Source: an optimization exercise on an open RTL-to-GDS flow (aim: small area). Production flows keep margins and buffers that such runs may drop. In this exercise RTL edits were held to simulation tests only and were not proved equivalent to the original. Power figures rest on the tool's default switching activity, not on a simulated workload.

Setup of run 1:
Design lcd_i2c_top, start of the top module:
module lcd_i2c_top(
    input           clk,                     
    input           rst_n,                   
    input  [6:0]    i2c_addr,                
    input  [127:0]  row1,                    
    input  [127:0]  row2,                    
    input           sda_in,                  
    output          scl,                     
    output          sda_low                  
);
Size: roughly 350 cells after synthesis, roughly 270 I/O pins.
==> flow/config.mk <==
export PLATFORM = sky130hd
export DESIGN_NAME = lcd_i2c_top
export DESIGN_NICKNAME = lcd_i2c_top
export VERILOG_FILES = /design/flow/design.v
export SDC_FILE = /design/flow/constraint.sdc
export NUM_CORES = 4
export LEC_CHECK = 0
export CAP_MARGIN = 20
export CORE_MARGIN = 2
export CORE_UTILIZATION = 40
export GPL_TIMING_DRIVEN = 0
export SLEW_MARGIN = 20
==> flow/constraint.sdc <==
create_clock -name core_clock -period 10.0 [get_ports {clk}]
set_input_delay 2.0000 -clock core_clock [delete_from_list [all_inputs] [get_ports {clk}]]
set_output_delay 2.0000 -clock core_clock [all_outputs]
set_load 0.01 [all_outputs]
standard.sh (not shown) runs the stock make flow with config.mk's settings and CLKGATE_MAP_FILE= SYNTH_SCRIPT=/design/flow/synth_recipe.tcl, a recipe that flattens the netlist after the stock synthesis.
==> flow/flow/run.sh <==
#!/bin/bash
# Layout flow: the standard ORFS flow (standard.sh) with two changes.
#  - Synthesis maps the logic with an area-oriented ABC script (flow/abc.script, used in
#    place of ORFS's abc_speed.script in a private copy of ORFS's scripts folder) and
#    without ORFS's adder extraction (ADDER_MAP_FILE empty). Registers are mapped exactly
#    as in the standard synthesis (same names and cells).
#  - Every input and output port is buffered with sky130_fd_sc_hd__buf_1.
# make's output goes to flow_make.log here; each ORFS step also logs to orfs/logs/.
set -euo pipefail
W=$(pwd)
rm -rf "$W/orfs_scripts"
cp -r "$FLOW_HOME/scripts" "$W/orfs_scripts"
cp "$W/flow/abc.script" "$W/orfs_scripts/abc_speed.script"
bash standard.sh "SCRIPTS_DIR=$W/orfs_scripts" "ADDER_MAP_FILE=" \
    'BUFFER_PORTS_ARGS=-buffer_cell sky130_fd_sc_hd__buf_1' finish > flow_make.log 2>&1
==> flow/flow/abc.script <==
strash
&get -n
&dch -f
&nf -R 1000
&put
Setup changes, run 1 to run 2
-- flow/config.mk --
<<< run 1, line 10
export CORE_UTILIZATION = 40
>>> run 2, line 10
export CORE_UTILIZATION = 55
<<< run 1, line 12
>>> run 2, line 12
export PLACE_DENSITY = 0.7
Notes after the runs:
Tool error PPL-0024 stopped run 2 during I/O pin placement; no final results.
As far as synthesized area goes, run 1 and run 2 are indistinguishable; the numbers are identical.
Status: share of the synthesized area in compound gates (AO/OA/AOI/OAI) parity (run 2, run 1)
Diff run 1 -> run 2: chip height decreased by 12 um relative to the old numbers; standard-cell row count fell by about 17%.
Inputs modified between run 2 and run 3:
-- flow/config.mk --
<<< run 2, line 10
export CORE_UTILIZATION = 55
>>> run 3, line 10
export CORE_UTILIZATION = 40
<<< run 2, line 12
export PLACE_DENSITY = 0.7
export SLEW_MARGIN = 20
>>> run 3, line 12
export SLEW_MARGIN = 0
Notes after the runs:
Run 3 went all the way through synthesis, placement and routing and the layout is clean on timing, DRC and antenna. Of run 3 and run 2, it is run 3 that has the lower initial core utilization. From run 3 to run 2, total of flip-flops plus latches after synthesis did not move at all. Between run 2 and run 3, the number of synthesized flops with an enable pin does not differ in any meaningful way. Number of core rows, run 3 and run 2: higher on run 3. Higher die width among run 3 and run 2: run 3. Any difference in synthesized area between run 3 and run 2 is small enough to ignore.
Edits applied to the flow inputs when going from run 3 to run 4:
-- flow/config.mk --
<<< run 3, line 11
export GPL_TIMING_DRIVEN = 0
export SLEW_MARGIN = 0
>>> run 4, line 11
export SLEW_MARGIN = 20
Results
Run 3 → run 4: met2 usage moved up; switching share of total power higher; highest clock frequency the design can meet rose by 4.0%; routed wire length held steady; tightest slew margin relative to the limit went down.
Final routed DRC violation total: run 3 vs run 4 identical
The cell count of run 4 and that of run 3 are within noise of each other.
Changes in run 5 relative to run 4:
-- flow/config.mk --
<<< run 4, line 8
export CAP_MARGIN = 20
>>> run 5, line 8
export CAP_MARGIN = 0
<<< run 4, line 11
export SLEW_MARGIN = 20
>>> run 5, line 11
export CTS_BUF_LIST = sky130_fd_sc_hd__clkbuf_8
export GPL_TIMING_DRIVEN = 0
export SLEW_MARGIN = 0
[summary]
- In run 5, the non-clock buffer count in the final layout came out 1.8% below the value in run 4.
- | instance count on the critical path | lower: run 5 |
- NOTE: ratio of final minimum period to clock period in run 5 exceeds that of run 4
- Relative to run 4, first-pass GRT wire length has decreased by 270 um in run 5.
- Total power draw: run 4 and run 5 compared, lower one is run 5
- Worst setup slack before clock tree synthesis ends up higher on run 4.
- Hold slack (lower): run 4
- Run 5 reports its source of the critical timing path as r[3]$_DFFE_PN1P_ while run 4 reports y[2]$_DFFE_PN1P_.

Starting RTL as in the previous note.
==> flow/config.mk <==
export PLATFORM = sky130hd
export DESIGN_NAME = lcd_i2c_top
export DESIGN_NICKNAME = lcd_i2c_top
export VERILOG_FILES = /design/flow/design.v
export SDC_FILE = /design/flow/constraint.sdc
export NUM_CORES = 4
export LEC_CHECK = 0
export CAP_MARGIN = 20
export CORE_MARGIN = 2
export CORE_UTILIZATION = 40
export CTS_BUF_LIST = sky130_fd_sc_hd__clkbuf_8
export CTS_CLUSTER_DIAMETER = 200
export CTS_CLUSTER_SIZE = 30
export GPL_TIMING_DRIVEN = 0
export SLEW_MARGIN = 20
==> flow/constraint.sdc <==
create_clock -name core_clock -period 10.0 [get_ports {clk}]
set_input_delay 2.0000 -clock core_clock [delete_from_list [all_inputs] [get_ports {clk}]]
set_output_delay 2.0000 -clock core_clock [all_outputs]
set_load 0.01 [all_outputs]
Scripts as last shown in full above: flow/flow/run.sh, flow/flow/abc.script
==> next run, changes <==
Settings changed: CORE_UTILIZATION 40 to 70, CTS_BUF_LIST sky130_fd_sc_hd__clkbuf_8 to unset, CTS_CLUSTER_DIAMETER 200 to unset, CTS_CLUSTER_SIZE 30 to unset, PLACE_DENSITY set to 0.8.
Result: The changed run stopped in I/O pin placement (3_2_place_iop) (PPL-0024). Synthesized area does not change. Synthesized cell count stays the same.

[separate check: timing with driven ports]
How much do the figures lean on ideal ports? The routed layouts below were timed once more, with nothing changed but the port constraints.
Step 1, drivers: a clkbuf_16 drives clk and a buf_2 each remaining input, both assumed.
Step 2 adds t to the input delays and takes it off the output delays; t is the mean of the earliest and latest rising clock arrival at the registers after step 1. Input paths then give back, and output paths get back, about the clock's delay inside the block.
Slacks: no drivers / after step 1 / after step 2; pairs: no drivers / after step 1.
run	t (ns)	setup WS [ns]	worst setup path at the end
run 1	0.300	5.993 / 5.969 / 5.669	input to register
run 3	0.299	5.935 / 5.899 / 5.600	input to register
run 4	0.310	6.090 / 6.090 / 5.789	input to register
run 5	0.309	5.807 / 5.807 / 5.680	input to register
the first run of note 2	0.300	5.996 / 5.972 / 5.671	input to register
After both steps every run listed still meets setup and hold. For run 3, which loses most, drivers alone change the setup slack by -0.036 ns; drivers and shift together by -0.335 ns.
